What follows belongs to an exercise in optimizing a design on an open flow for small area, a short achievable clock period and few clock cycles; a production flow would make more cautious choices.
Only simulation tests tie the RTL to the original design; equivalence was not proved.

File: flow/flow/run.sh
#!/bin/bash
set -euo pipefail
bash standard.sh SETUP_SLACK_MARGIN=9.7 TNS_END_PERCENT=10 finish > standard.log 2>&1
File: flow/design.v
`timescale 1ns / 1ps
module regfile (
	input  wire        clk,
	input  wire        we3,
	input  wire [15:0] s1,
	input  wire [15:0] s2,
	input  wire [3:0]  wa3,
	input  wire [31:0] wd3,
	input  wire [31:0] r15,
	output reg  [31:0] rd1,
	output reg  [31:0] rd2
);
	reg [31:0] rf [14:0];
	always @(posedge clk)
		if (we3)
			rf[wa3] <= wd3;
	integer i;
	always @(*) begin
		rd1 = {32{s1[15]}} & r15;
		rd2 = {32{s2[15]}} & r15;
		for (i = 0; i < 15; i = i + 1) begin
			rd1 = rd1 | ({32{s1[i]}} & rf[i]);
			rd2 = rd2 | ({32{s2[i]}} & rf[i]);
		end
	end
endmodule
`timescale 1ns / 1ps
module alu (
	input  wire [31:0] a,
	input  wire [31:0] b,
	input  wire [3:0]  cmd,
	input  wire        sub,
	input  wire        lop,
	output reg  [31:0] Result,
	output wire [31:0] Sum,
	output wire [3:0]  ALUFlags
);
	wire [31:0] bb = sub ? ~b : b;
	wire [32:0] sum = {1'b0, a} + {1'b0, bb} + {32'b0, sub};
	assign Sum = sum[31:0];
	always @(*)
		if (~lop)
			Result = sum[31:0];
		else
			case (cmd)
				4'b0000, 4'b1000: Result = a & b;
				4'b0001:          Result = a ^ b;
				4'b1100:          Result = a | b;
				default:          Result = sum[31:0];
			endcase
	wire v = (a[31] ^ sum[31]) & ~(a[31] ^ bb[31]);
	assign ALUFlags = {Result[31], Result == 32'b0, sum[32], v};
endmodule
module mulstep (input wire [31:0] a, input wire [8:0] ch, input wire [23:0] as,
                input wire [23:0] ac, output wire [31:0] s, output wire [31:0] c);
  wire one0, two0, neg0;
  wire pp0_0;
  wire pp0_1;
  wire pp0_2;
  wire pp0_3;
  wire pp0_4;
  wire pp0_5;
  wire pp0_6;
  wire pp0_7;
  wire pp0_8;
  wire pp0_9;
  wire pp0_10;
  wire pp0_11;
  wire pp0_12;
  wire pp0_13;
  wire pp0_14;
  wire pp0_15;
  wire pp0_16;
  wire pp0_17;
  wire pp0_18;
  wire pp0_19;
  wire pp0_20;
  wire pp0_21;
  wire pp0_22;
  wire pp0_23;
  wire pp0_24;
  wire pp0_25;
  wire pp0_26;
  wire pp0_27;
  wire pp0_28;
  wire pp0_29;
  wire pp0_30;
  wire pp0_31;
  wire one1, two1, neg1;
  wire pp1_0;
  wire pp1_1;
  wire pp1_2;
  wire pp1_3;
  wire pp1_4;
  wire pp1_5;
  wire pp1_6;
  wire pp1_7;
  wire pp1_8;
  wire pp1_9;
  wire pp1_10;
  wire pp1_11;
  wire pp1_12;
  wire pp1_13;
  wire pp1_14;
  wire pp1_15;
  wire pp1_16;
  wire pp1_17;
  wire pp1_18;
  wire pp1_19;
  wire pp1_20;
  wire pp1_21;
  wire pp1_22;
  wire pp1_23;
  wire pp1_24;
  wire pp1_25;
  wire pp1_26;
  wire pp1_27;
  wire pp1_28;
  wire pp1_29;
  wire one2, two2, neg2;
  wire pp2_0;
  wire pp2_1;
  wire pp2_2;
  wire pp2_3;
  wire pp2_4;
  wire pp2_5;
  wire pp2_6;
  wire pp2_7;
  wire pp2_8;
  wire pp2_9;
  wire pp2_10;
  wire pp2_11;
  wire pp2_12;
  wire pp2_13;
  wire pp2_14;
  wire pp2_15;
  wire pp2_16;
  wire pp2_17;
  wire pp2_18;
  wire pp2_19;
  wire pp2_20;
  wire pp2_21;
  wire pp2_22;
  wire pp2_23;
  wire pp2_24;
  wire pp2_25;
  wire pp2_26;
  wire pp2_27;
  wire one3, two3, neg3;
  wire pp3_0;
  wire pp3_1;
  wire pp3_2;
  wire pp3_3;
  wire pp3_4;
  wire pp3_5;
  wire pp3_6;
  wire pp3_7;
  wire pp3_8;
  wire pp3_9;
  wire pp3_10;
  wire pp3_11;
  wire pp3_12;
  wire pp3_13;
  wire pp3_14;
  wire pp3_15;
  wire pp3_16;
  wire pp3_17;
  wire pp3_18;
  wire pp3_19;
  wire pp3_20;
  wire pp3_21;
  wire pp3_22;
  wire pp3_23;
  wire pp3_24;
  wire pp3_25;
  wire s1, c2;
  wire s3, c4;
  wire s5, c6;
  wire s7, c8;
  wire s9, c10;
  wire s11, c12;
  wire s13, c14;
  wire s15, c16;
  wire s17, c18;
  wire s19, c20;
  wire s21, c22;
  wire s23, c24;
  wire s25, c26;
  wire s27, c28;
  wire s29, c30;
  wire s31, c32;
  wire s33, c34;
  wire s35, c36;
  wire s37, c38;
  wire s39, c40;
  wire s41, c42;
  wire s43, c44;
  wire s45, c46;
  wire s47, c48;
  wire s49, c50;
  wire s51, c52;
  wire s53, c54;
  wire s55, c56;
  wire s57, c58;
  wire s59, c60;
  wire s61, c62;
  wire s63, c64;
  wire s65, c66;
  wire s67, c68;
  wire s69, c70;
  wire s71, c72;
  wire s73, c74;
  wire s75, c76;
  wire s77, c78;
  wire s79, c80;
  wire s81, c82;
  wire s83, c84;
  wire s85, c86;
  wire s87, c88;
  wire s89, c90;
  wire s91, c92;
  wire s93, c94;
  wire s95, c96;
  wire s97, c98;
  wire s99, c100;
  wire s101, c102;
  wire s103, c104;
  wire s105, c106;
  wire s107, c108;
  wire s109, c110;
  wire s111, c112;
  wire s113, c114;
  wire s115, c116;
  wire s117, c118;
  wire s119, c120;
  wire s121, c122;
  wire s123, c124;
  wire s125, c126;
  wire s127, c128;
  wire s129, c130;
  wire s131, c132;
  wire s133, c134;
  wire s135, c136;
  wire s137, c138;
  wire s139, c140;
  wire s141, c142;
  wire s143, c144;
  wire s145, c146;
  wire s147, c148;
  wire s149, c150;
  wire s151, c152;
  wire s153, c154;
  wire s155, c156;
  wire s157, c158;
  wire s159, c160;
  wire s161, c162;
  wire s163, c164;
  wire s165, c166;
  wire s167, c168;
  wire s169, c170;
  wire s171, c172;
  wire s173, c174;
  wire s175, c176;
  wire s177, c178;
  wire s179, c180;
  wire s181, c182;
  wire s183, c184;
  wire s185, c186;
  wire s187, c188;
  wire s189, c190;
  wire s191, c192;
  wire s193, c194;
  wire s195, c196;
  wire s197, c198;
  wire s199, c200;
  wire s201, c202;
  wire s203, c204;
  wire s205, c206;
  wire s207, c208;
  wire s209, c210;
  wire s211, c212;
  wire s213, c214;
  wire s215, c216;
  assign one0 = ch[1] ^ ch[0];
  assign two0 = (ch[2] & ~ch[1] & ~ch[0]) | (~ch[2] & ch[1] & ch[0]);
  assign neg0 = ch[2];
  assign pp0_0 = ((one0 & a[0]) | (two0 & 1'b0)) ^ neg0;
  assign pp0_1 = ((one0 & a[1]) | (two0 & a[0])) ^ neg0;
  assign pp0_2 = ((one0 & a[2]) | (two0 & a[1])) ^ neg0;
  assign pp0_3 = ((one0 & a[3]) | (two0 & a[2])) ^ neg0;
  assign pp0_4 = ((one0 & a[4]) | (two0 & a[3])) ^ neg0;
  assign pp0_5 = ((one0 & a[5]) | (two0 & a[4])) ^ neg0;
  assign pp0_6 = ((one0 & a[6]) | (two0 & a[5])) ^ neg0;
  assign pp0_7 = ((one0 & a[7]) | (two0 & a[6])) ^ neg0;
  assign pp0_8 = ((one0 & a[8]) | (two0 & a[7])) ^ neg0;
  assign pp0_9 = ((one0 & a[9]) | (two0 & a[8])) ^ neg0;
  assign pp0_10 = ((one0 & a[10]) | (two0 & a[9])) ^ neg0;
  assign pp0_11 = ((one0 & a[11]) | (two0 & a[10])) ^ neg0;
  assign pp0_12 = ((one0 & a[12]) | (two0 & a[11])) ^ neg0;
  assign pp0_13 = ((one0 & a[13]) | (two0 & a[12])) ^ neg0;
  assign pp0_14 = ((one0 & a[14]) | (two0 & a[13])) ^ neg0;
  assign pp0_15 = ((one0 & a[15]) | (two0 & a[14])) ^ neg0;
  assign pp0_16 = ((one0 & a[16]) | (two0 & a[15])) ^ neg0;
  assign pp0_17 = ((one0 & a[17]) | (two0 & a[16])) ^ neg0;
  assign pp0_18 = ((one0 & a[18]) | (two0 & a[17])) ^ neg0;
  assign pp0_19 = ((one0 & a[19]) | (two0 & a[18])) ^ neg0;
  assign pp0_20 = ((one0 & a[20]) | (two0 & a[19])) ^ neg0;
  assign pp0_21 = ((one0 & a[21]) | (two0 & a[20])) ^ neg0;
  assign pp0_22 = ((one0 & a[22]) | (two0 & a[21])) ^ neg0;
  assign pp0_23 = ((one0 & a[23]) | (two0 & a[22])) ^ neg0;
  assign pp0_24 = ((one0 & a[24]) | (two0 & a[23])) ^ neg0;
  assign pp0_25 = ((one0 & a[25]) | (two0 & a[24])) ^ neg0;
  assign pp0_26 = ((one0 & a[26]) | (two0 & a[25])) ^ neg0;
  assign pp0_27 = ((one0 & a[27]) | (two0 & a[26])) ^ neg0;
  assign pp0_28 = ((one0 & a[28]) | (two0 & a[27])) ^ neg0;
  assign pp0_29 = ((one0 & a[29]) | (two0 & a[28])) ^ neg0;
  assign pp0_30 = ((one0 & a[30]) | (two0 & a[29])) ^ neg0;
  assign pp0_31 = ((one0 & a[31]) | (two0 & a[30])) ^ neg0;
  assign one1 = ch[3] ^ ch[2];
  assign two1 = (ch[4] & ~ch[3] & ~ch[2]) | (~ch[4] & ch[3] & ch[2]);
  assign neg1 = ch[4];
  assign pp1_0 = ((one1 & a[0]) | (two1 & 1'b0)) ^ neg1;
  assign pp1_1 = ((one1 & a[1]) | (two1 & a[0])) ^ neg1;
  assign pp1_2 = ((one1 & a[2]) | (two1 & a[1])) ^ neg1;
  assign pp1_3 = ((one1 & a[3]) | (two1 & a[2])) ^ neg1;
  assign pp1_4 = ((one1 & a[4]) | (two1 & a[3])) ^ neg1;
  assign pp1_5 = ((one1 & a[5]) | (two1 & a[4])) ^ neg1;
  assign pp1_6 = ((one1 & a[6]) | (two1 & a[5])) ^ neg1;
  assign pp1_7 = ((one1 & a[7]) | (two1 & a[6])) ^ neg1;
  assign pp1_8 = ((one1 & a[8]) | (two1 & a[7])) ^ neg1;
  assign pp1_9 = ((one1 & a[9]) | (two1 & a[8])) ^ neg1;
  assign pp1_10 = ((one1 & a[10]) | (two1 & a[9])) ^ neg1;
  assign pp1_11 = ((one1 & a[11]) | (two1 & a[10])) ^ neg1;
  assign pp1_12 = ((one1 & a[12]) | (two1 & a[11])) ^ neg1;
  assign pp1_13 = ((one1 & a[13]) | (two1 & a[12])) ^ neg1;
  assign pp1_14 = ((one1 & a[14]) | (two1 & a[13])) ^ neg1;
  assign pp1_15 = ((one1 & a[15]) | (two1 & a[14])) ^ neg1;
  assign pp1_16 = ((one1 & a[16]) | (two1 & a[15])) ^ neg1;
  assign pp1_17 = ((one1 & a[17]) | (two1 & a[16])) ^ neg1;
  assign pp1_18 = ((one1 & a[18]) | (two1 & a[17])) ^ neg1;
  assign pp1_19 = ((one1 & a[19]) | (two1 & a[18])) ^ neg1;
  assign pp1_20 = ((one1 & a[20]) | (two1 & a[19])) ^ neg1;
  assign pp1_21 = ((one1 & a[21]) | (two1 & a[20])) ^ neg1;
  assign pp1_22 = ((one1 & a[22]) | (two1 & a[21])) ^ neg1;
  assign pp1_23 = ((one1 & a[23]) | (two1 & a[22])) ^ neg1;
  assign pp1_24 = ((one1 & a[24]) | (two1 & a[23])) ^ neg1;
  assign pp1_25 = ((one1 & a[25]) | (two1 & a[24])) ^ neg1;
  assign pp1_26 = ((one1 & a[26]) | (two1 & a[25])) ^ neg1;
  assign pp1_27 = ((one1 & a[27]) | (two1 & a[26])) ^ neg1;
  assign pp1_28 = ((one1 & a[28]) | (two1 & a[27])) ^ neg1;
  assign pp1_29 = ((one1 & a[29]) | (two1 & a[28])) ^ neg1;
  assign one2 = ch[5] ^ ch[4];
  assign two2 = (ch[6] & ~ch[5] & ~ch[4]) | (~ch[6] & ch[5] & ch[4]);
  assign neg2 = ch[6];
  assign pp2_0 = ((one2 & a[0]) | (two2 & 1'b0)) ^ neg2;
  assign pp2_1 = ((one2 & a[1]) | (two2 & a[0])) ^ neg2;
  assign pp2_2 = ((one2 & a[2]) | (two2 & a[1])) ^ neg2;
  assign pp2_3 = ((one2 & a[3]) | (two2 & a[2])) ^ neg2;
  assign pp2_4 = ((one2 & a[4]) | (two2 & a[3])) ^ neg2;
  assign pp2_5 = ((one2 & a[5]) | (two2 & a[4])) ^ neg2;
  assign pp2_6 = ((one2 & a[6]) | (two2 & a[5])) ^ neg2;
  assign pp2_7 = ((one2 & a[7]) | (two2 & a[6])) ^ neg2;
  assign pp2_8 = ((one2 & a[8]) | (two2 & a[7])) ^ neg2;
  assign pp2_9 = ((one2 & a[9]) | (two2 & a[8])) ^ neg2;
  assign pp2_10 = ((one2 & a[10]) | (two2 & a[9])) ^ neg2;
  assign pp2_11 = ((one2 & a[11]) | (two2 & a[10])) ^ neg2;
  assign pp2_12 = ((one2 & a[12]) | (two2 & a[11])) ^ neg2;
  assign pp2_13 = ((one2 & a[13]) | (two2 & a[12])) ^ neg2;
  assign pp2_14 = ((one2 & a[14]) | (two2 & a[13])) ^ neg2;
  assign pp2_15 = ((one2 & a[15]) | (two2 & a[14])) ^ neg2;
  assign pp2_16 = ((one2 & a[16]) | (two2 & a[15])) ^ neg2;
  assign pp2_17 = ((one2 & a[17]) | (two2 & a[16])) ^ neg2;
  assign pp2_18 = ((one2 & a[18]) | (two2 & a[17])) ^ neg2;
  assign pp2_19 = ((one2 & a[19]) | (two2 & a[18])) ^ neg2;
  assign pp2_20 = ((one2 & a[20]) | (two2 & a[19])) ^ neg2;
  assign pp2_21 = ((one2 & a[21]) | (two2 & a[20])) ^ neg2;
  assign pp2_22 = ((one2 & a[22]) | (two2 & a[21])) ^ neg2;
  assign pp2_23 = ((one2 & a[23]) | (two2 & a[22])) ^ neg2;
  assign pp2_24 = ((one2 & a[24]) | (two2 & a[23])) ^ neg2;
  assign pp2_25 = ((one2 & a[25]) | (two2 & a[24])) ^ neg2;
  assign pp2_26 = ((one2 & a[26]) | (two2 & a[25])) ^ neg2;
  assign pp2_27 = ((one2 & a[27]) | (two2 & a[26])) ^ neg2;
  assign one3 = ch[7] ^ ch[6];
  assign two3 = (ch[8] & ~ch[7] & ~ch[6]) | (~ch[8] & ch[7] & ch[6]);
  assign neg3 = ch[8];
  assign pp3_0 = ((one3 & a[0]) | (two3 & 1'b0)) ^ neg3;
  assign pp3_1 = ((one3 & a[1]) | (two3 & a[0])) ^ neg3;
  assign pp3_2 = ((one3 & a[2]) | (two3 & a[1])) ^ neg3;
  assign pp3_3 = ((one3 & a[3]) | (two3 & a[2])) ^ neg3;
  assign pp3_4 = ((one3 & a[4]) | (two3 & a[3])) ^ neg3;
  assign pp3_5 = ((one3 & a[5]) | (two3 & a[4])) ^ neg3;
  assign pp3_6 = ((one3 & a[6]) | (two3 & a[5])) ^ neg3;
  assign pp3_7 = ((one3 & a[7]) | (two3 & a[6])) ^ neg3;
  assign pp3_8 = ((one3 & a[8]) | (two3 & a[7])) ^ neg3;
  assign pp3_9 = ((one3 & a[9]) | (two3 & a[8])) ^ neg3;
  assign pp3_10 = ((one3 & a[10]) | (two3 & a[9])) ^ neg3;
  assign pp3_11 = ((one3 & a[11]) | (two3 & a[10])) ^ neg3;
  assign pp3_12 = ((one3 & a[12]) | (two3 & a[11])) ^ neg3;
  assign pp3_13 = ((one3 & a[13]) | (two3 & a[12])) ^ neg3;
  assign pp3_14 = ((one3 & a[14]) | (two3 & a[13])) ^ neg3;
  assign pp3_15 = ((one3 & a[15]) | (two3 & a[14])) ^ neg3;
  assign pp3_16 = ((one3 & a[16]) | (two3 & a[15])) ^ neg3;
  assign pp3_17 = ((one3 & a[17]) | (two3 & a[16])) ^ neg3;
  assign pp3_18 = ((one3 & a[18]) | (two3 & a[17])) ^ neg3;
  assign pp3_19 = ((one3 & a[19]) | (two3 & a[18])) ^ neg3;
  assign pp3_20 = ((one3 & a[20]) | (two3 & a[19])) ^ neg3;
  assign pp3_21 = ((one3 & a[21]) | (two3 & a[20])) ^ neg3;
  assign pp3_22 = ((one3 & a[22]) | (two3 & a[21])) ^ neg3;
  assign pp3_23 = ((one3 & a[23]) | (two3 & a[22])) ^ neg3;
  assign pp3_24 = ((one3 & a[24]) | (two3 & a[23])) ^ neg3;
  assign pp3_25 = ((one3 & a[25]) | (two3 & a[24])) ^ neg3;
  assign s1 = pp0_6 ^ pp1_4;
  assign c2 = pp0_6 & pp1_4;
  assign s3 = pp0_7 ^ pp1_5;
  assign c4 = pp0_7 & pp1_5;
  assign s5 = pp0_8 ^ pp1_6 ^ pp2_4;
  assign c6 = (pp0_8 & pp1_6) | (pp0_8 & pp2_4) | (pp1_6 & pp2_4);
  assign s7 = pp3_2 ^ as[0];
  assign c8 = pp3_2 & as[0];
  assign s9 = pp0_9 ^ pp1_7 ^ pp2_5;
  assign c10 = (pp0_9 & pp1_7) | (pp0_9 & pp2_5) | (pp1_7 & pp2_5);
  assign s11 = pp3_3 ^ as[1] ^ ac[1];
  assign c12 = (pp3_3 & as[1]) | (pp3_3 & ac[1]) | (as[1] & ac[1]);
  assign s13 = pp0_10 ^ pp1_8 ^ pp2_6;
  assign c14 = (pp0_10 & pp1_8) | (pp0_10 & pp2_6) | (pp1_8 & pp2_6);
  assign s15 = pp3_4 ^ as[2] ^ ac[2];
  assign c16 = (pp3_4 & as[2]) | (pp3_4 & ac[2]) | (as[2] & ac[2]);
  assign s17 = pp0_11 ^ pp1_9 ^ pp2_7;
  assign c18 = (pp0_11 & pp1_9) | (pp0_11 & pp2_7) | (pp1_9 & pp2_7);
  assign s19 = pp3_5 ^ as[3] ^ ac[3];
  assign c20 = (pp3_5 & as[3]) | (pp3_5 & ac[3]) | (as[3] & ac[3]);
  assign s21 = pp0_12 ^ pp1_10 ^ pp2_8;
  assign c22 = (pp0_12 & pp1_10) | (pp0_12 & pp2_8) | (pp1_10 & pp2_8);
  assign s23 = pp3_6 ^ as[4] ^ ac[4];
  assign c24 = (pp3_6 & as[4]) | (pp3_6 & ac[4]) | (as[4] & ac[4]);
  assign s25 = pp0_13 ^ pp1_11 ^ pp2_9;
  assign c26 = (pp0_13 & pp1_11) | (pp0_13 & pp2_9) | (pp1_11 & pp2_9);
  assign s27 = pp3_7 ^ as[5] ^ ac[5];
  assign c28 = (pp3_7 & as[5]) | (pp3_7 & ac[5]) | (as[5] & ac[5]);
  assign s29 = pp0_14 ^ pp1_12 ^ pp2_10;
  assign c30 = (pp0_14 & pp1_12) | (pp0_14 & pp2_10) | (pp1_12 & pp2_10);
  assign s31 = pp3_8 ^ as[6] ^ ac[6];
  assign c32 = (pp3_8 & as[6]) | (pp3_8 & ac[6]) | (as[6] & ac[6]);
  assign s33 = pp0_15 ^ pp1_13 ^ pp2_11;
  assign c34 = (pp0_15 & pp1_13) | (pp0_15 & pp2_11) | (pp1_13 & pp2_11);
  assign s35 = pp3_9 ^ as[7] ^ ac[7];
  assign c36 = (pp3_9 & as[7]) | (pp3_9 & ac[7]) | (as[7] & ac[7]);
  assign s37 = pp0_16 ^ pp1_14 ^ pp2_12;
  assign c38 = (pp0_16 & pp1_14) | (pp0_16 & pp2_12) | (pp1_14 & pp2_12);
  assign s39 = pp3_10 ^ as[8] ^ ac[8];
  assign c40 = (pp3_10 & as[8]) | (pp3_10 & ac[8]) | (as[8] & ac[8]);
  assign s41 = pp0_17 ^ pp1_15 ^ pp2_13;
  assign c42 = (pp0_17 & pp1_15) | (pp0_17 & pp2_13) | (pp1_15 & pp2_13);
  assign s43 = pp3_11 ^ as[9] ^ ac[9];
  assign c44 = (pp3_11 & as[9]) | (pp3_11 & ac[9]) | (as[9] & ac[9]);
  assign s45 = pp0_18 ^ pp1_16 ^ pp2_14;
  assign c46 = (pp0_18 & pp1_16) | (pp0_18 & pp2_14) | (pp1_16 & pp2_14);
  assign s47 = pp3_12 ^ as[10] ^ ac[10];
  assign c48 = (pp3_12 & as[10]) | (pp3_12 & ac[10]) | (as[10] & ac[10]);
  assign s49 = pp0_19 ^ pp1_17 ^ pp2_15;
  assign c50 = (pp0_19 & pp1_17) | (pp0_19 & pp2_15) | (pp1_17 & pp2_15);
  assign s51 = pp3_13 ^ as[11] ^ ac[11];
  assign c52 = (pp3_13 & as[11]) | (pp3_13 & ac[11]) | (as[11] & ac[11]);
  assign s53 = pp0_20 ^ pp1_18 ^ pp2_16;
  assign c54 = (pp0_20 & pp1_18) | (pp0_20 & pp2_16) | (pp1_18 & pp2_16);
  assign s55 = pp3_14 ^ as[12] ^ ac[12];
  assign c56 = (pp3_14 & as[12]) | (pp3_14 & ac[12]) | (as[12] & ac[12]);
  assign s57 = pp0_21 ^ pp1_19 ^ pp2_17;
  assign c58 = (pp0_21 & pp1_19) | (pp0_21 & pp2_17) | (pp1_19 & pp2_17);
  assign s59 = pp3_15 ^ as[13] ^ ac[13];
  assign c60 = (pp3_15 & as[13]) | (pp3_15 & ac[13]) | (as[13] & ac[13]);
  assign s61 = pp0_22 ^ pp1_20 ^ pp2_18;
  assign c62 = (pp0_22 & pp1_20) | (pp0_22 & pp2_18) | (pp1_20 & pp2_18);
  assign s63 = pp3_16 ^ as[14] ^ ac[14];
  assign c64 = (pp3_16 & as[14]) | (pp3_16 & ac[14]) | (as[14] & ac[14]);
  assign s65 = pp0_23 ^ pp1_21 ^ pp2_19;
  assign c66 = (pp0_23 & pp1_21) | (pp0_23 & pp2_19) | (pp1_21 & pp2_19);
  assign s67 = pp3_17 ^ as[15] ^ ac[15];
  assign c68 = (pp3_17 & as[15]) | (pp3_17 & ac[15]) | (as[15] & ac[15]);
  assign s69 = pp0_24 ^ pp1_22 ^ pp2_20;
  assign c70 = (pp0_24 & pp1_22) | (pp0_24 & pp2_20) | (pp1_22 & pp2_20);
  assign s71 = pp3_18 ^ as[16] ^ ac[16];
  assign c72 = (pp3_18 & as[16]) | (pp3_18 & ac[16]) | (as[16] & ac[16]);
  assign s73 = pp0_25 ^ pp1_23 ^ pp2_21;
  assign c74 = (pp0_25 & pp1_23) | (pp0_25 & pp2_21) | (pp1_23 & pp2_21);
  assign s75 = pp3_19 ^ as[17] ^ ac[17];
  assign c76 = (pp3_19 & as[17]) | (pp3_19 & ac[17]) | (as[17] & ac[17]);
  assign s77 = pp0_26 ^ pp1_24 ^ pp2_22;
  assign c78 = (pp0_26 & pp1_24) | (pp0_26 & pp2_22) | (pp1_24 & pp2_22);
  assign s79 = pp3_20 ^ as[18] ^ ac[18];
  assign c80 = (pp3_20 & as[18]) | (pp3_20 & ac[18]) | (as[18] & ac[18]);
  assign s81 = pp0_27 ^ pp1_25 ^ pp2_23;
  assign c82 = (pp0_27 & pp1_25) | (pp0_27 & pp2_23) | (pp1_25 & pp2_23);
  assign s83 = pp3_21 ^ as[19] ^ ac[19];
  assign c84 = (pp3_21 & as[19]) | (pp3_21 & ac[19]) | (as[19] & ac[19]);
  assign s85 = pp0_28 ^ pp1_26 ^ pp2_24;
  assign c86 = (pp0_28 & pp1_26) | (pp0_28 & pp2_24) | (pp1_26 & pp2_24);
  assign s87 = pp3_22 ^ as[20] ^ ac[20];
  assign c88 = (pp3_22 & as[20]) | (pp3_22 & ac[20]) | (as[20] & ac[20]);
  assign s89 = pp0_29 ^ pp1_27 ^ pp2_25;
  assign c90 = (pp0_29 & pp1_27) | (pp0_29 & pp2_25) | (pp1_27 & pp2_25);
  assign s91 = pp3_23 ^ as[21] ^ ac[21];
  assign c92 = (pp3_23 & as[21]) | (pp3_23 & ac[21]) | (as[21] & ac[21]);
  assign s93 = pp0_30 ^ pp1_28 ^ pp2_26;
  assign c94 = (pp0_30 & pp1_28) | (pp0_30 & pp2_26) | (pp1_28 & pp2_26);
  assign s95 = pp3_24 ^ as[22] ^ ac[22];
  assign c96 = (pp3_24 & as[22]) | (pp3_24 & ac[22]) | (as[22] & ac[22]);
  assign s97 = pp0_31 ^ pp1_29 ^ pp2_27;
  assign c98 = (pp0_31 & pp1_29) | (pp0_31 & pp2_27) | (pp1_29 & pp2_27);
  assign s99 = pp3_25 ^ as[23] ^ ac[23];
  assign c100 = (pp3_25 & as[23]) | (pp3_25 & ac[23]) | (as[23] & ac[23]);
  assign s101 = pp0_4 ^ pp1_2;
  assign c102 = pp0_4 & pp1_2;
  assign s103 = pp0_5 ^ pp1_3;
  assign c104 = pp0_5 & pp1_3;
  assign s105 = s1 ^ pp2_2 ^ pp3_0;
  assign c106 = (s1 & pp2_2) | (s1 & pp3_0) | (pp2_2 & pp3_0);
  assign s107 = s3 ^ pp2_3 ^ pp3_1;
  assign c108 = (s3 & pp2_3) | (s3 & pp3_1) | (pp2_3 & pp3_1);
  assign s109 = s5 ^ s7 ^ ac[0];
  assign c110 = (s5 & s7) | (s5 & ac[0]) | (s7 & ac[0]);
  assign s111 = s9 ^ s11 ^ c6;
  assign c112 = (s9 & s11) | (s9 & c6) | (s11 & c6);
  assign s113 = s13 ^ s15 ^ c10;
  assign c114 = (s13 & s15) | (s13 & c10) | (s15 & c10);
  assign s115 = s17 ^ s19 ^ c14;
  assign c116 = (s17 & s19) | (s17 & c14) | (s19 & c14);
  assign s117 = s21 ^ s23 ^ c18;
  assign c118 = (s21 & s23) | (s21 & c18) | (s23 & c18);
  assign s119 = s25 ^ s27 ^ c22;
  assign c120 = (s25 & s27) | (s25 & c22) | (s27 & c22);
  assign s121 = s29 ^ s31 ^ c26;
  assign c122 = (s29 & s31) | (s29 & c26) | (s31 & c26);
  assign s123 = s33 ^ s35 ^ c30;
  assign c124 = (s33 & s35) | (s33 & c30) | (s35 & c30);
  assign s125 = s37 ^ s39 ^ c34;
  assign c126 = (s37 & s39) | (s37 & c34) | (s39 & c34);
  assign s127 = s41 ^ s43 ^ c38;
  assign c128 = (s41 & s43) | (s41 & c38) | (s43 & c38);
  assign s129 = s45 ^ s47 ^ c42;
  assign c130 = (s45 & s47) | (s45 & c42) | (s47 & c42);
  assign s131 = s49 ^ s51 ^ c46;
  assign c132 = (s49 & s51) | (s49 & c46) | (s51 & c46);
  assign s133 = s53 ^ s55 ^ c50;
  assign c134 = (s53 & s55) | (s53 & c50) | (s55 & c50);
  assign s135 = s57 ^ s59 ^ c54;
  assign c136 = (s57 & s59) | (s57 & c54) | (s59 & c54);
  assign s137 = s61 ^ s63 ^ c58;
  assign c138 = (s61 & s63) | (s61 & c58) | (s63 & c58);
  assign s139 = s65 ^ s67 ^ c62;
  assign c140 = (s65 & s67) | (s65 & c62) | (s67 & c62);
  assign s141 = s69 ^ s71 ^ c66;
  assign c142 = (s69 & s71) | (s69 & c66) | (s71 & c66);
  assign s143 = s73 ^ s75 ^ c70;
  assign c144 = (s73 & s75) | (s73 & c70) | (s75 & c70);
  assign s145 = s77 ^ s79 ^ c74;
  assign c146 = (s77 & s79) | (s77 & c74) | (s79 & c74);
  assign s147 = s81 ^ s83 ^ c78;
  assign c148 = (s81 & s83) | (s81 & c78) | (s83 & c78);
  assign s149 = s85 ^ s87 ^ c82;
  assign c150 = (s85 & s87) | (s85 & c82) | (s87 & c82);
  assign s151 = s89 ^ s91 ^ c86;
  assign c152 = (s89 & s91) | (s89 & c86) | (s91 & c86);
  assign s153 = s93 ^ s95 ^ c90;
  assign c154 = (s93 & s95) | (s93 & c90) | (s95 & c90);
  assign s155 = s97 ^ s99 ^ c94;
  assign c156 = (s97 & s99) | (s97 & c94) | (s99 & c94);
  assign s157 = pp0_2 ^ pp1_0;
  assign c158 = pp0_2 & pp1_0;
  assign s159 = pp0_3 ^ pp1_1;
  assign c160 = pp0_3 & pp1_1;
  assign s161 = s101 ^ pp2_0 ^ neg2;
  assign c162 = (s101 & pp2_0) | (s101 & neg2) | (pp2_0 & neg2);
  assign s163 = s103 ^ pp2_1 ^ c102;
  assign c164 = (s103 & pp2_1) | (s103 & c102) | (pp2_1 & c102);
  assign s165 = s105 ^ neg3 ^ c104;
  assign c166 = (s105 & neg3) | (s105 & c104) | (neg3 & c104);
  assign s167 = s107 ^ c2 ^ c106;
  assign c168 = (s107 & c2) | (s107 & c106) | (c2 & c106);
  assign s169 = s109 ^ c4 ^ c108;
  assign c170 = (s109 & c4) | (s109 & c108) | (c4 & c108);
  assign s171 = s111 ^ c8 ^ c110;
  assign c172 = (s111 & c8) | (s111 & c110) | (c8 & c110);
  assign s173 = s113 ^ c12 ^ c112;
  assign c174 = (s113 & c12) | (s113 & c112) | (c12 & c112);
  assign s175 = s115 ^ c16 ^ c114;
  assign c176 = (s115 & c16) | (s115 & c114) | (c16 & c114);
  assign s177 = s117 ^ c20 ^ c116;
  assign c178 = (s117 & c20) | (s117 & c116) | (c20 & c116);
  assign s179 = s119 ^ c24 ^ c118;
  assign c180 = (s119 & c24) | (s119 & c118) | (c24 & c118);
  assign s181 = s121 ^ c28 ^ c120;
  assign c182 = (s121 & c28) | (s121 & c120) | (c28 & c120);
  assign s183 = s123 ^ c32 ^ c122;
  assign c184 = (s123 & c32) | (s123 & c122) | (c32 & c122);
  assign s185 = s125 ^ c36 ^ c124;
  assign c186 = (s125 & c36) | (s125 & c124) | (c36 & c124);
  assign s187 = s127 ^ c40 ^ c126;
  assign c188 = (s127 & c40) | (s127 & c126) | (c40 & c126);
  assign s189 = s129 ^ c44 ^ c128;
  assign c190 = (s129 & c44) | (s129 & c128) | (c44 & c128);
  assign s191 = s131 ^ c48 ^ c130;
  assign c192 = (s131 & c48) | (s131 & c130) | (c48 & c130);
  assign s193 = s133 ^ c52 ^ c132;
  assign c194 = (s133 & c52) | (s133 & c132) | (c52 & c132);
  assign s195 = s135 ^ c56 ^ c134;
  assign c196 = (s135 & c56) | (s135 & c134) | (c56 & c134);
  assign s197 = s137 ^ c60 ^ c136;
  assign c198 = (s137 & c60) | (s137 & c136) | (c60 & c136);
  assign s199 = s139 ^ c64 ^ c138;
  assign c200 = (s139 & c64) | (s139 & c138) | (c64 & c138);
  assign s201 = s141 ^ c68 ^ c140;
  assign c202 = (s141 & c68) | (s141 & c140) | (c68 & c140);
  assign s203 = s143 ^ c72 ^ c142;
  assign c204 = (s143 & c72) | (s143 & c142) | (c72 & c142);
  assign s205 = s145 ^ c76 ^ c144;
  assign c206 = (s145 & c76) | (s145 & c144) | (c76 & c144);
  assign s207 = s147 ^ c80 ^ c146;
  assign c208 = (s147 & c80) | (s147 & c146) | (c80 & c146);
  assign s209 = s149 ^ c84 ^ c148;
  assign c210 = (s149 & c84) | (s149 & c148) | (c84 & c148);
  assign s211 = s151 ^ c88 ^ c150;
  assign c212 = (s151 & c88) | (s151 & c150) | (c88 & c150);
  assign s213 = s153 ^ c92 ^ c152;
  assign c214 = (s153 & c92) | (s153 & c152) | (c92 & c152);
  assign s215 = s155 ^ c96 ^ c154;
  assign c216 = (s155 & c96) | (s155 & c154) | (c96 & c154);
  assign s = {s215, s213, s211, s209, s207, s205, s203, s201, s199, s197, s195, s193, s191, s189, s187, s185, s183, s181, s179, s177, s175, s173, s171, s169, s167, s165, s163, s161, s159, s157, pp0_1, pp0_0};
  assign c = {c214, c212, c210, c208, c206, c204, c202, c200, c198, c196, c194, c192, c190, c188, c186, c184, c182, c180, c178, c176, c174, c172, c170, c168, c166, c164, c162, c160, c158, neg1, 1'b0, neg0};
endmodule
`timescale 1ns / 1ps
module condcheck (
	input wire [3:0] Cond,
	input wire [3:0] Flags,
	output reg CondEx
);
	wire neg, zero, carry, overflow;
	wire ge;
	assign {neg, zero, carry, overflow} = Flags;
	assign ge = (neg == overflow);
	always @(*) begin
		case (Cond)
			4'b0000: CondEx = zero;
			4'b0001: CondEx = ~zero;
			4'b0010: CondEx = carry;
			4'b0011: CondEx = ~carry;
			4'b0100: CondEx = neg;
			4'b0101: CondEx = ~neg;
			4'b0110: CondEx = overflow;
			4'b0111: CondEx = ~overflow;
			4'b1000: CondEx = carry & ~zero;
			4'b1001: CondEx = ~(carry & ~zero);
			4'b1010: CondEx = ge;
			4'b1011: CondEx = ~ge;
			4'b1100: CondEx = ~zero & ge;
			4'b1101: CondEx = ~(~zero & ge);
			4'b1110: CondEx = 1'b1;
			default: CondEx = 1'b0;
		endcase
	end
endmodule
`timescale 1ns / 1ps
module arm (
	input  wire        clk,
	input  wire        reset,
	output wire        MemWrite,
	output wire [31:0] Adr,
	output wire [31:0] WriteData,
	input  wire [31:0] ReadData
);
	reg  [31:0] areg;     
	reg  [31:0] yr;       
	reg  [31:2] fpc;      
	reg         ml, mw;   
	reg  [3:0]  mrd;      
	reg  [2:0]  mcnt;     
	reg  [3:0]  flags;    
	reg         dv;
	reg  [31:0] dir;      
	reg  [31:28] dalthi;  
	reg         dptk;     
	reg  [3:0]  drs1, drs2;  
	reg         dimm8;    
	reg  [3:0]  dwa;      
	reg         ev;
	reg  [31:0] ir;
	reg  [31:28] althi;
	reg         ptk;
	reg  [31:0] A, B;
	reg         patcha, patchb;  
	reg  [3:0]  wa;
	wire mcyc = ml | mw;
	wire [3:0] cmd    = ir[24:21];
	wire       sbit   = ir[20];
	wire       is_b   = ir[27];
	wire       is_mem = ~ir[27] & ir[26];
	wire       is_mul = ~ir[27] & ~ir[26] & ~ir[25] & ir[7];
	wire       is_dp  = ~ir[27] & ~ir[26] & ~is_mul;
	wire pass;
	condcheck cc (.Cond(ir[31:28]), .Flags(flags), .CondEx(pass));
	wire ev_now = ev & ~mcyc;
	wire ex = ev_now & pass;
	wire mulfin = mcnt == 3'd4;
	wire mulbusy = ex & is_mul & ~mulfin;
	wire ldst = ex & is_mem;
	wire mispred = ev_now & is_b & (pass ^ ptk);
	wire [31:2] alt = {althi, ir[25:0]};
	wire adv = ~mcyc & ~mulbusy;    
	wire [31:0] op2 = is_mem ? {20'b0, ir[11:0]} : B;
	wire sub = ~is_mem & (cmd == 4'b0010);
	wire [31:0] res, sum;
	wire [3:0] aflags;
	alu alu (.a(A), .b(op2), .cmd(cmd), .sub(sub), .lop(is_dp),
	         .Result(res), .Sum(sum), .ALUFlags(aflags));
	wire ewe = ex & (is_dp | mulfin);    
	wire first = mcnt == 3'd0;
	wire [31:0] ps, pc;
	mulstep ms (.a(B), .ch(A[31:23]), .as(first ? 24'b0 : areg[23:0]),
	            .ac(first ? 24'b0 : yr[23:0]), .s(ps), .c(pc));
	wire setnz = ex & sbit & (is_dp | mulfin);
	wire setcv = ex & sbit & is_dp &
	             ((cmd == 4'b0100) | (cmd == 4'b0010) | (cmd == 4'b1010) | (cmd == 4'b1011));
	always @(posedge clk or posedge reset)
		if (reset)
			flags <= 4'b0;
		else begin
			if (setnz) flags[3:2] <= {res[31], res == 32'b0};
			if (setcv) flags[1:0] <= aflags[1:0];
		end
	wire [31:2] fa4 = areg[31:2] + 30'd1;
	wire [31:0] rd1, rd2;
	wire we = ml | ewe;
	regfile rf (.clk(clk), .we3(we), .s1(16'b1 << drs1), .s2(dimm8 ? 16'b0 : 16'b1 << drs2),
	            .wa3(ml ? mrd : wa), .wd3(ml ? ReadData : res),
	            .r15({fa4, 2'b00}), .rd1(rd1), .rd2(rd2));
	wire byp1 = ewe & (wa == drs1);
	wire byp2 = ewe & (wa == drs2) & ~dimm8;
	wire ldnext = ldst & ir[20];    
	wire [31:0] RD = ReadData;
	wire f_mem  = ~RD[27] & RD[26];
	wire f_mul  = ~RD[27] & ~RD[26] & ~RD[25] & RD[7];
	wire [3:0] rs1 = f_mul ? RD[11:8] : RD[19:16];
	wire [3:0] rs2 = f_mem ? RD[15:12] : RD[3:0];
	wire [31:3] f8hi = areg[31:3] + 29'd1;
	wire [31:2] ftgt = {f8hi, areg[2]} + {{6{RD[23]}}, RD[23:0]};
	wire pred = RD[27];    
	wire [31:2] pnext = pred ? ftgt : fa4;
	wire [31:2] palt = pred ? fa4 : ftgt;
	always @(posedge clk or posedge reset)
		if (reset) begin
			areg <= 32'b0;
			ev <= 1'b0;
			dv <= 1'b0;
			ml <= 1'b0;
			mw <= 1'b0;
			mcnt <= 3'd0;
		end else begin
			if (~ldst & ~mispred & ~mcyc & ~mulbusy)
				areg <= {pnext, 2'b00};
			else if (ldst)
				areg <= sum;
			else if (mispred)
				areg <= {alt, 2'b00};
			else if (mulbusy & (mcnt != 3'd3))
				areg <= ps;
			else
				areg <= {fpc, 2'b00};
			if (adv) begin
				ev <= dv & ~mispred;
				dv <= ~mispred;
			end
			ml <= ldst & ir[20];
			mw <= ldst & ~ir[20];
			mcnt <= mulbusy ? mcnt + 3'd1 : 3'd0;
		end
	always @(posedge clk) begin
		if (adv) begin
			fpc <= pnext;
			if (RD[27])
				{dalthi, dir} <= {palt[31:28], RD[31:26], palt[27:2]};
			else
				{dalthi, dir} <= {4'b0, RD};
			dptk <= pred;
			drs1 <= rs1;
			drs2 <= rs2;
			dimm8 <= ~RD[27] & ~RD[26] & RD[25];
			dwa <= f_mul ? RD[19:16] : RD[15:12];
			{althi, ir} <= {dalthi, dir};
			ptk <= dptk;
			A <= byp1 ? res : rd1;
			B <= byp2 ? res : (rd2 | {24'b0, dimm8 ? dir[7:0] : 8'b0});
			patcha <= ldnext & (drs1 == wa);
			patchb <= ldnext & (drs2 == wa) & ~dimm8;
			wa <= dwa;
		end else if (ml) begin
			if (patcha) A <= ReadData;
			if (patchb) B <= ReadData;
		end else if (mulbusy) begin
			if (mcnt == 3'd3) begin
				A <= ps;
				B <= pc;
			end else
				A <= {A[23:0], 8'b0};
		end
		mrd <= wa;
		yr <= mulbusy ? pc : B;
	end
	assign Adr = areg;
	assign MemWrite = mw;
	assign WriteData = yr;
endmodule
File: flow/standard.sh
#!/bin/bash
# synth_recipe.tcl (not shown) runs the flow's synth.tcl, then flattens the netlist and writes it again
# the make line also repeats each setting of config.mk as NAME=value (left out here)
make -C /OpenROAD-flow-scripts/flow DESIGN_CONFIG=/design/flow/config.mk WORK_HOME=/design/flow/orfs CLKGATE_MAP_FILE= SYNTH_SCRIPT=/design/flow/synth_recipe.tcl "${@:-finish}"
File: flow/constraint.sdc
create_clock -name core_clock -period 14.0 [get_ports {clk}]
set_input_delay 2.8000 -clock core_clock [delete_from_list [all_inputs] [get_ports {clk}]]
set_output_delay 2.8000 -clock core_clock [all_outputs]
set_load 0.01 [all_outputs]
File: flow/config.mk
export PLATFORM = sky130hd
export DESIGN_NAME = arm
export DESIGN_NICKNAME = arm
export VERILOG_FILES = /design/flow/design.v
export SDC_FILE = /design/flow/constraint.sdc
export NUM_CORES = 4
export LEC_CHECK = 0
export CAP_MARGIN = 30
export CORE_MARGIN = 2
export CORE_UTILIZATION = 40
export SLEW_MARGIN = 30
==> Implementation_results.wiki, run 1 <==
{| class="wikitable"
! Metric !! Value
|-
| Placer's final routability congestion estimate || 0.967
|-
| Number of nets in the layout || 4882
|-
| Tmin final || 4920 ps
|-
| Cell area after synthesis || 46300 um2
|-
| Worst-path cell with the longest stage delay || sky130_fd_sc_hd__o41a_1
|-
| Cells taking the most area after synthesis || sky130_fd_sc_hd__edfxtp_1 (43%), sky130_fd_sc_hd__a22oi_1 (5.2%), sky130_fd_sc_hd__nand2_1 (4.3%)
|-
| Slew headroom || 0.340
|-
| Largest net degree at the start of global routing || 90
|-
| Clock transition at the registers of the reported paths || 60 ps
|-
| Post-synthesis register bit count || 744
|-
| # Max-Cap Violations || 0
|-
| Total die area || 119000 um2
|-
| Vias in the first global route || 38649
|-
| Worst path max stage delay || 370 ps
|-
| Final-report setup violation count || 0
|-
| DRC marker count from the first detailed-route iteration || 7055
|-
| Average size of a mapped cell || 10.1 um2
|-
| Cell type with the largest total area after synthesis || sky130_fd_sc_hd__edfxtp_1
|-
| Wirelength, routed || 196000 um
|-
| Share of the synthesized area in the top cell type || 0.431
|-
| Antenna-violating nets left || 0
|-
| Worst setup skew after layout || 30.1 ps
|-
| Fin Setup TNS || 0 ps
|-
| RSZ-0062 raised after global routing || yes
|-
| Via count of the routed design || 41318
|-
| Min-Delay Startpoint || dir[22]
|-
| Num ports || 99
|-
| Routed length per placed instance || 31.7 um
|-
| Setup slack at placement || 7550 ps
|-
| Wire length of the first global-routing pass || 275000 um
|-
| Most common cell in the synthesized netlist || sky130_fd_sc_hd__edfxtp_1
|-
| TritonRoute pass-1 iters || 9
|-
| Kind of cell adding the most delay to the critical path || compound AO/OA/AOI/OAI gates
|-
| Floorplan row count || 124
|-
| Worst-path maximum fanout || 4
|-
| Post-synthesis async set-or-reset flop share || 0.0578
|-
| Endpoint kind of the worst setup timing path || flop
|-
| Number of failing hold endpoints at the final stage || 0
|-
| Req. time, crit path || 14420 ps
|-
| Synthesis-to-finish area growth || 17.5%
|-
| CP Launch Type || input port
|-
| Count of final max-slew check failures || 0
|-
| Core Region || 115000 um2
|-
| Kind of critical path || input port to flop
|-
| Overall track demand over capacity in global routing || 0.320
|-
| Global-route congestion overflow total || 0
|-
| Highest achievable clock rate || 0.203 GHz
|-
| Count of cell types in the netlist || 84
|-
| Placed wire-length estimate || 126000 um
|-
| Syn_nets || 4837
|-
| Sequential share of the synthesized area || 0.470
|-
| Initial antenna violation count || 7
|-
| Die width || 344 um
|-
| Final period utilization || 0.351
|-
| Count of synthesis-stage warnings from yosys || 4
|-
| Endpoint of the lowest-slack register-to-register path || fpc[31]
|-
| Initial core utilization || 0.404
|-
| DIE HEIGHT || 344 um
|-
| Data arrival time of the critical path || 5340 ps
|-
| Clock tree from TritonCTS || done
|-
| Cell seen most often among critical-path stages || sky130_fd_sc_hd__a21o_1
|-
| Clock root buffer master || sky130_fd_sc_hd__clkbuf_16
|-
| Number of instances on the worst hold path || 0
|-
| Num CTS Buffers || 83
|-
| R2R depth || 21
|-
| Top_reg_cell synth || sky130_fd_sc_hd__edfxtp_1
|-
| Kind of path behind the tightest hold check || flop to flop
|-
| Syn Inst Count || 4569
|-
| CP cell instances || buf_8 > ha_4 > fa_2 > a21o_1 > a21oi_2 > o21ba_4 > o21a_4 > o21ai_4 > a22o_1 > o41a_1 > nand4_1 > o21ai_2 > nor2_1 > xnor2_1 > a21o_1
|-
| Proportion of layout cells with a drive suffix above 1 || 0.151
|-
| Top post-synthesis cells by count || sky130_fd_sc_hd__edfxtp_1 (665), sky130_fd_sc_hd__nand2_1 (530), sky130_fd_sc_hd__clkbuf_1 (339)
|-
| Vias per std cell || 6.67
|-
| H-tree levels || 3
|-
| Buffers added on ports || 98
|-
| Count of flip-flops with a built-in enable after synthesis || 665
|-
| Number of buffers and inverters on the critical path || 1
|-
| Post-route worst setup slack || 9080 ps
|-
| Number of sinks handled by clock tree synthesis || 744
|-
| Transition at the pin with the smallest max-transition slack || 980 ps
|-
| Maximum clock insertion buffer count || 3
|-
| Reg2reg start || areg[6]
|-
| Insertion delay of the later-clocked pin in the worst-skew pair || 660 ps
|-
| Residual DRC || 0
|-
| Endpoint of the worst hold-timing path || ir[22]
|-
| Outcome || finished clean
|}
[cells in the final DEF (no fill, tap or decap), types with 89 or more instances in the layout]
cell                        netlist  routed
sky130_fd_sc_hd__fa_1            98      92
sky130_fd_sc_hd__a22oi_1        322     322
sky130_fd_sc_hd__nor2_1         275     226
sky130_fd_sc_hd__nand3_1        131     130
sky130_fd_sc_hd__ha_1           136     109
sky130_fd_sc_hd__inv_1          189     188
sky130_fd_sc_hd__a221oi_1        94      92
sky130_fd_sc_hd__nand2_1        530     523
sky130_fd_sc_hd__o21ai_0        309     274
sky130_fd_sc_hd__clkbuf_16        0      89
sky130_fd_sc_hd__edfxtp_1       665     665
sky130_fd_sc_hd__a21oi_1        260     233
sky130_fd_sc_hd__buf_4            0     215
[metal layers]
metal	wire length, um	part of all wire	GRT usage
met1	73400	0.37	0.421
met2	84800	0.43	0.478
met3	25500	0.13	0.0861
met4	12700	0.065	0.178
met5	27	0.00014	0
[layout make-up]
| type | instances | area (um2) |
|---|---|---|
| Clock buffer | 106 | 2250 |
| Antenna cell | 4 | 10.0 |
| Multi-Input combinational cell | 3247 | 24000 |
| Timing Repair Buffer | 347 | 3190 |
| Inverter | 191 | 723 |
| Fill cell | 10467 | 60200 |
| Tap cell | 1512 | 1890 |
| Sequential cell | 744 | 21800 |
| Clock inverter | 46 | 608 |
[worst max path at each step]
| stage | startpoint | to | slack (ps) | cells after the start |
|---|---|---|---|---|
| final | ReadData[0] | fpc[30] | 9080 | 15 |
| after floorplan | ReadData[0] | fpc[30] | 8730 | 14 |
| after detailed placement | ReadData[1] | areg[23] | 7550 | 14 |
| after global routing | ReadData[0] | fpc[30] | 8990 | 15 |
| after global placement | ReadData[1] | areg[23] | 7630 | 14 |
| after CTS | ReadData[0] | fpc[30] | 9020 | 15 |
[registers in the layout (all words and copies together), names as in the netlist]
signal and flops:
rf.rf 480, A 32, B 32, areg 32, dir 32, ir 32, yr 32, fpc 30
althi 4, dalthi 4, drs1 4, drs2 4, dwa 4, flags 4, mrd 4, wa 4
mcnt 3, dimm8 1, dv 1, ev 1, ml 1, mw 1, patcha 1, patchb 1
[through the flow]
stage / utilization / instance area, um2 / instances / hold WS [ps]
floorplan: - / 46400 / 4569 / 346
global placement: 0.430 / 49300 / 5938 / 401
detailed placement: 0.430 / 49300 / 5938 / 405
CTS: 0.465 / 53400 / 6144 / 417
global route: 0.475 / 54400 / 6194 / 420
finish: 0.475 / 54400 / 6197 / 416
[cells by family after synthesis]
group                    after synthesis  synth area share
AND/OR/NAND/NOR                     1250             0.122
XOR/XNOR                             154            0.0291
AO/OA/AOI/OAI                       1414             0.209
adder cells (fa/ha/maj)              310            0.0955
buffers and inverters                579            0.0473
flip-flops                           744             0.470
multiplexers                         118            0.0270
[worst reg2reg max path: cells and delay by family, from the launching register on]
family,cells,cell delay [ps]
flops,1,650
simple gates,8,1570
fa+ha+maj,1,280
compound gates,7,1080
buf+inv,3,420
xor+xnor,2,450
[repair_timing]
item | CTS | global route
endpoints found under the setup margin | 610 | 520
hold endpoints to repair | 0 | 0
gates cloned | 5 | 5
hold buffers | 0 | 0
resized for setup | 234 | 152
buffers inserted | 49 | 44
pin swaps | 58 | 70
Testbench counts, summed over its fixed seeds: cycles 37,970.
==> run 2, diff against run 1 <==
--- a/flow/design.v
+++ b/flow/design.v
@@ -679,5 +679,4 @@
 	reg  [31:0] dir;      
 	reg  [31:28] dalthi;  
-	reg         dptk;     
 	reg  [3:0]  drs1, drs2;  
 	reg         dimm8;    
@@ -686,5 +685,4 @@
 	reg  [31:0] ir;
 	reg  [31:28] althi;
-	reg         ptk;
 	reg  [31:0] A, B;
 	reg         patcha, patchb;  
@@ -704,5 +702,5 @@
 	wire mulbusy = ex & is_mul & ~mulfin;
 	wire ldst = ex & is_mem;
-	wire mispred = ev_now & is_b & (pass ^ ptk);
+	wire mispred = ev_now & is_b & ~pass;    
 	wire [31:2] alt = {althi, ir[25:0]};
 	wire adv = ~mcyc & ~mulbusy;    
@@ -744,7 +742,5 @@
 	wire [31:3] f8hi = areg[31:3] + 29'd1;
 	wire [31:2] ftgt = {f8hi, areg[2]} + {{6{RD[23]}}, RD[23:0]};
-	wire pred = RD[27];    
-	wire [31:2] pnext = pred ? ftgt : fa4;
-	wire [31:2] palt = pred ? fa4 : ftgt;
+	wire [31:2] pnext = RD[27] ? ftgt : fa4;
 	always @(posedge clk or posedge reset)
 		if (reset) begin
@@ -778,8 +774,7 @@
 			fpc <= pnext;
 			if (RD[27])
-				{dalthi, dir} <= {palt[31:28], RD[31:26], palt[27:2]};
+				{dalthi, dir} <= {fa4[31:28], RD[31:26], fa4[27:2]};
 			else
 				{dalthi, dir} <= {4'b0, RD};
-			dptk <= pred;
 			drs1 <= rs1;
 			drs2 <= rs2;
@@ -787,5 +782,4 @@
 			dwa <= f_mul ? RD[19:16] : RD[15:12];
 			{althi, ir} <= {dalthi, dir};
-			ptk <= dptk;
 			A <= byp1 ? res : rd1;
 			B <= byp2 ? res : (rd2 | {24'b0, dimm8 ? dir[7:0] : 8'b0});
==> run 2 against run 1 <==
  * Critical path depth down 2
  * Routed wire length rose by 7.0%
  * Register-to-register slack got worse by 280 ps
  * Largest cell class unchanged
==> Implementation_results.wiki, run 2 <==
{| class="wikitable"
! Metric !! Value
|-
| Count of flip-flops with a built-in enable after synthesis || 665 (unchanged)
|-
| Share of the synthesized area in the top cell type || 0.422 (-0.00898)
|-
| Endpoint of the lowest-slack register-to-register path || fpc[28]
|-
| # Max-Cap Violations || 0 (unchanged)
|-
| Initial antenna violation count || 18 (+11)
|-
| Residual DRC || 0 (unchanged)
|-
| Count of final max-slew check failures || 0 (unchanged)
|-
| Clock transition at the registers of the reported paths || 60 ps (about the same)
|-
| Wirelength, routed || 210000 um (+7.0%)
|-
| Syn_nets || 4984 (+3.0%)
|-
| Wire length of the first global-routing pass || 291000 um (+5.9%)
|-
| Syn Inst Count || 4716 (+3.2%)
|-
| Top post-synthesis cells by count || sky130_fd_sc_hd__edfxtp_1 (665), sky130_fd_sc_hd__nand2_1 (549), sky130_fd_sc_hd__o21ai_0 (361)
|-
| H-tree levels || 3 (unchanged)
|-
| Final period utilization || 0.370 (+0.0187)
|-
| Number of sinks handled by clock tree synthesis || 744 (unchanged)
|-
| Num ports || 99 (unchanged)
|-
| Floorplan row count || 126 (+1.6%)
|-
| Total of hold buffers inserted after clock tree synthesis || 0 (unchanged)
|-
| Largest reg by FF count || rf.rf
|-
| Number of nets in the layout || 5067 (+3.8%)
|-
| Min-Delay Startpoint || dir[25]
|-
| Leading cell type in the layout, fill and taps excluded || sky130_fd_sc_hd__edfxtp_1
|-
| Placed wire-length estimate || 134000 um (+6.8%)
|-
| Leading cell types in the layout, fill and taps excluded || sky130_fd_sc_hd__edfxtp_1 (665), sky130_fd_sc_hd__nand2_1 (543), sky130_fd_sc_hd__a22oi_1 (353), sky130_fd_sc_hd__o21ai_0 (321), sky130_fd_sc_hd__buf_4 (257)
|-
| Largest net degree at the start of global routing || 85 (-5.6%)
|-
| Outcome || finished clean
|-
| Cell area after synthesis || 47300 um2 (+2.1%)
|-
| Flip-flop count of the largest register, all copies and words added || 480 (unchanged)
|-
| Average size of a mapped cell || 10.0 um2 (-1.1%)
|-
| Endpoint kind of the worst setup timing path || flop
|-
| R2R depth || 18 (-14%)
|-
| Final Instance Count excl. Fillers || 6407 (+3.4%)
|-
| Cell type with the largest total area after synthesis || sky130_fd_sc_hd__edfxtp_1
|-
| Fin Setup TNS || 0 ps (unchanged)
|-
| Final instance area || 55900 um2 (+2.7%)
|-
| RSZ-0062 raised after global routing || yes
|-
| Sequential share of the synthesized area || 0.460 (-0.00979)
|-
| CP Launch Type || input port
|-
| Met1 capacity usage during global routing || 0.438 (+0.0165)
|-
| Initial core utilization || 0.402 (-0.00230)
|-
| Post-route worst setup slack || 8820 ps (-262 ps)
|-
| Antenna-violating nets left || 0 (unchanged)
|-
| Placed instance count || 6089 (+2.5%)
|-
| Vias per std cell || 6.75 (+1.2%)
|-
| Area after DPL || 50100 um2 (+1.6%)
|-
| Tmin final || 5180 ps (+262 ps)
|-
| Transition at the pin with the smallest max-transition slack || 1080 ps (+96.3 ps)
|-
| Number of instances on the worst hold path || 0 (unchanged)
|-
| Global routing usage on met2 || 0.486 (+0.00821)
|-
| Routed length per placed instance || 32.8 um (+3.5%)
|-
| DIE HEIGHT || 348 um (+1.0%)
|-
| Highest achievable clock rate || 0.193 GHz (-5.1%)
|-
| Setup slack at placement || 7390 ps (-157 ps)
|-
| TritonRoute pass-1 iters || 6 (-3)
|-
| Vias in the first global route || 39809 (+3.0%)
|-
| Number of failing hold endpoints at the final stage || 0 (unchanged)
|-
| Global route hottest layer || met2
|-
| Insertion delay of the later-clocked pin in the worst-skew pair || 690 ps (+30 ps)
|-
| Core Region || 118000 um2 (+2.7%)
|-
| Placer's final routability congestion estimate || 1.01 (+4.8%)
|-
| Kind of critical path || input port to flop
|-
| Worst-path maximum fanout || 5 (+1)
|-
| Req. time, crit path || 14420 ps (about the same)
|-
| Num CTS Buffers || 85 (+2.4%)
|-
| Synthesis-to-finish area growth || 18.1%
|-
| Proportion of layout cells with a drive suffix above 1 || 0.166 (+0.0148)
|-
| Via count of the routed design || 43224 (+4.6%)
|-
| Worst setup skew after layout || 29.7 ps (-0.386 ps)
|-
| Cells taking the most area after synthesis || sky130_fd_sc_hd__edfxtp_1 (42%), sky130_fd_sc_hd__a22oi_1 (5.6%), sky130_fd_sc_hd__nand2_1 (4.4%)
|-
| Post-synthesis async set-or-reset flop share || 0.0578 (unchanged)
|-
| Most common cell in the synthesized netlist || sky130_fd_sc_hd__edfxtp_1
|-
| Post-synthesis register bit count || 744 (unchanged)
|-
| Endpoint of the worst hold-timing path || ir[25]
|-
| Maximum clock insertion buffer count || 3 (unchanged)
|-
| Buffers added on ports || 98 (unchanged)
|-
| Met3 Usage GRT || 0.110 (+0.0242)
|-
| Reg2reg start || areg[3]
|-
| Die width || 348 um (+1.0%)
|-
| Count of synthesis-stage warnings from yosys || 4 (unchanged)
|-
| Overall track demand over capacity in global routing || 0.332 (+0.0120)
|-
| Slew headroom || 0.276 (-0.0639)
|-
| DRC marker count from the first detailed-route iteration || 7339 (+4.0%)
|-
| Kind of path behind the tightest hold check || flop to flop
|-
| Clock tree from TritonCTS || done
|-
| Global-route congestion overflow total || 0 (unchanged)
|-
| Count of cell types in the netlist || 105 (+25%)
|-
| Data arrival time of the critical path || 5600 ps (+260 ps)
|-
| Top_reg_cell synth || sky130_fd_sc_hd__edfxtp_1
|-
| Final-report setup violation count || 0 (unchanged)
|-
| Total die area || 121000 um2 (+2.1%)
|-
| Clock root buffer master || sky130_fd_sc_hd__clkbuf_16
|}
==> run 2: cell types whose count changed in the layout (fill, tap and decap cells not counted), sizes merged, moves of 13 or more <==
cell	change
a21oi	-23
buf	+52
nor3	+41
a221oi	-16
and2	+13
nand2	+20
nand4	+18
o21ai	+57
nor2	-32
o211ai	+16
a22oi	+31
clkinvlp	+14
==> run 2: final cells by class <==
class	instances	area (um2)
Fill cell	10734	61900
Multi-Input combinational cell	3372	25000
Sequential cell	744	21800
Timing Repair Buffer	397	3570
Clock buffer	105	2250
Tap cell	1536	1920
Inverter	198	769
Clock inverter	50	548
Antenna cell	4	10.0
Timing Repair inverter	1	7.51
==> run 2: how the worst max path moves through the flow <==
stage	from	endpoint	slack [ps]	depth (start not counted)
after floorplan	ReadData[0]	areg[24]	8390	13
after global placement	ReadData[1]	fpc[31]	7410	13
after detailed placement	ReadData[1]	fpc[31]	7390	13
after CTS	ReadData[0]	areg[24]	8750	14
after global routing	ReadData[0]	fpc[28]	8770	15
final	ReadData[4]	fpc[28]	8820	13
==> run 2: layer usage <==
metal,routed length [um],vias to the layer above
li1,-,18029
met1,79100,21075
met2,88500,3385
met3,29000,711
met4,13300,24
met5,184,-
==> run 2: critical path, cell delays in order <==
cell and delay (ps):
sky130_fd_sc_hd__clkdlybuf4s15_2 320, sky130_fd_sc_hd__ha_1 330, sky130_fd_sc_hd__nor3_1 310, sky130_fd_sc_hd__o21ai_4 120
sky130_fd_sc_hd__a31oi_4 210, sky130_fd_sc_hd__nor4_4 70, sky130_fd_sc_hd__o41a_4 380, sky130_fd_sc_hd__buf_6 140
sky130_fd_sc_hd__a41oi_4 240, sky130_fd_sc_hd__nand2b_1 100, sky130_fd_sc_hd__a211oi_2 220, sky130_fd_sc_hd__nor2_2 70
sky130_fd_sc_hd__mux2_2 260
==> run 2: cell families after synthesis <==
| kind of cell | synth area share |
|---|---|
| XOR/XNOR | 0.0266 |
| adder cells (fa/ha/maj) | 0.0935 |
| flip-flops | 0.460 |
| AO/OA/AOI/OAI | 0.216 |
| AND/OR/NAND/NOR | 0.130 |
| buffers and inverters | 0.0488 |
| multiplexers | 0.0246 |
==> run 2: stage by stage <==
stage | hold WS (ps) | util
floorplan | 400 | -
global placement | 400 | 0.425
detailed placement | 405 | 0.425
CTS | 417 | 0.465
global route | 423 | 0.474
finish | 415 | 0.474
==> run 2: timing repair <==
action	CTS	global route
gates resized for setup	287	166
setup buffers	79	70
cloned	5	5
pin swaps	102	73
endpoints found under the setup margin	532	460
Testbench counts of run 2, summed over its fixed seeds: cycles 37,970.

re-timing with driven ports:
The results above use ideal ports. As a check the final layouts listed here were re-extracted and re-timed, cells and wires unchanged. Step 1: set_driving_cell puts a clkbuf_16 on clk and a buf_2 on each other input, an assumption about the parent block. Step 2 also shifts input and output timing later by t, the mid clock arrival at the registers, as if the neighbouring blocks saw the same clock. a / b / c = ideal / step 1 / step 2; a / b = the first two.
run	t (ns)	setup WS [ns]	hold slack, ns	latest minus earliest clock arrival (ns)	pins driven straight from the clock port
run 1	0.718	9.082 / 9.067 / 8.355	0.416 / 0.416 / 0.416	0.032 / 0.032	1
run 2	0.744	8.820 / 8.767 / 8.022	0.415 / 0.415 / 0.415	0.030 / 0.029	1
After both steps every run listed still meets setup and hold. For run 2, which loses most, drivers alone change the setup slack by -0.053 ns; drivers and shift together by -0.798 ns.
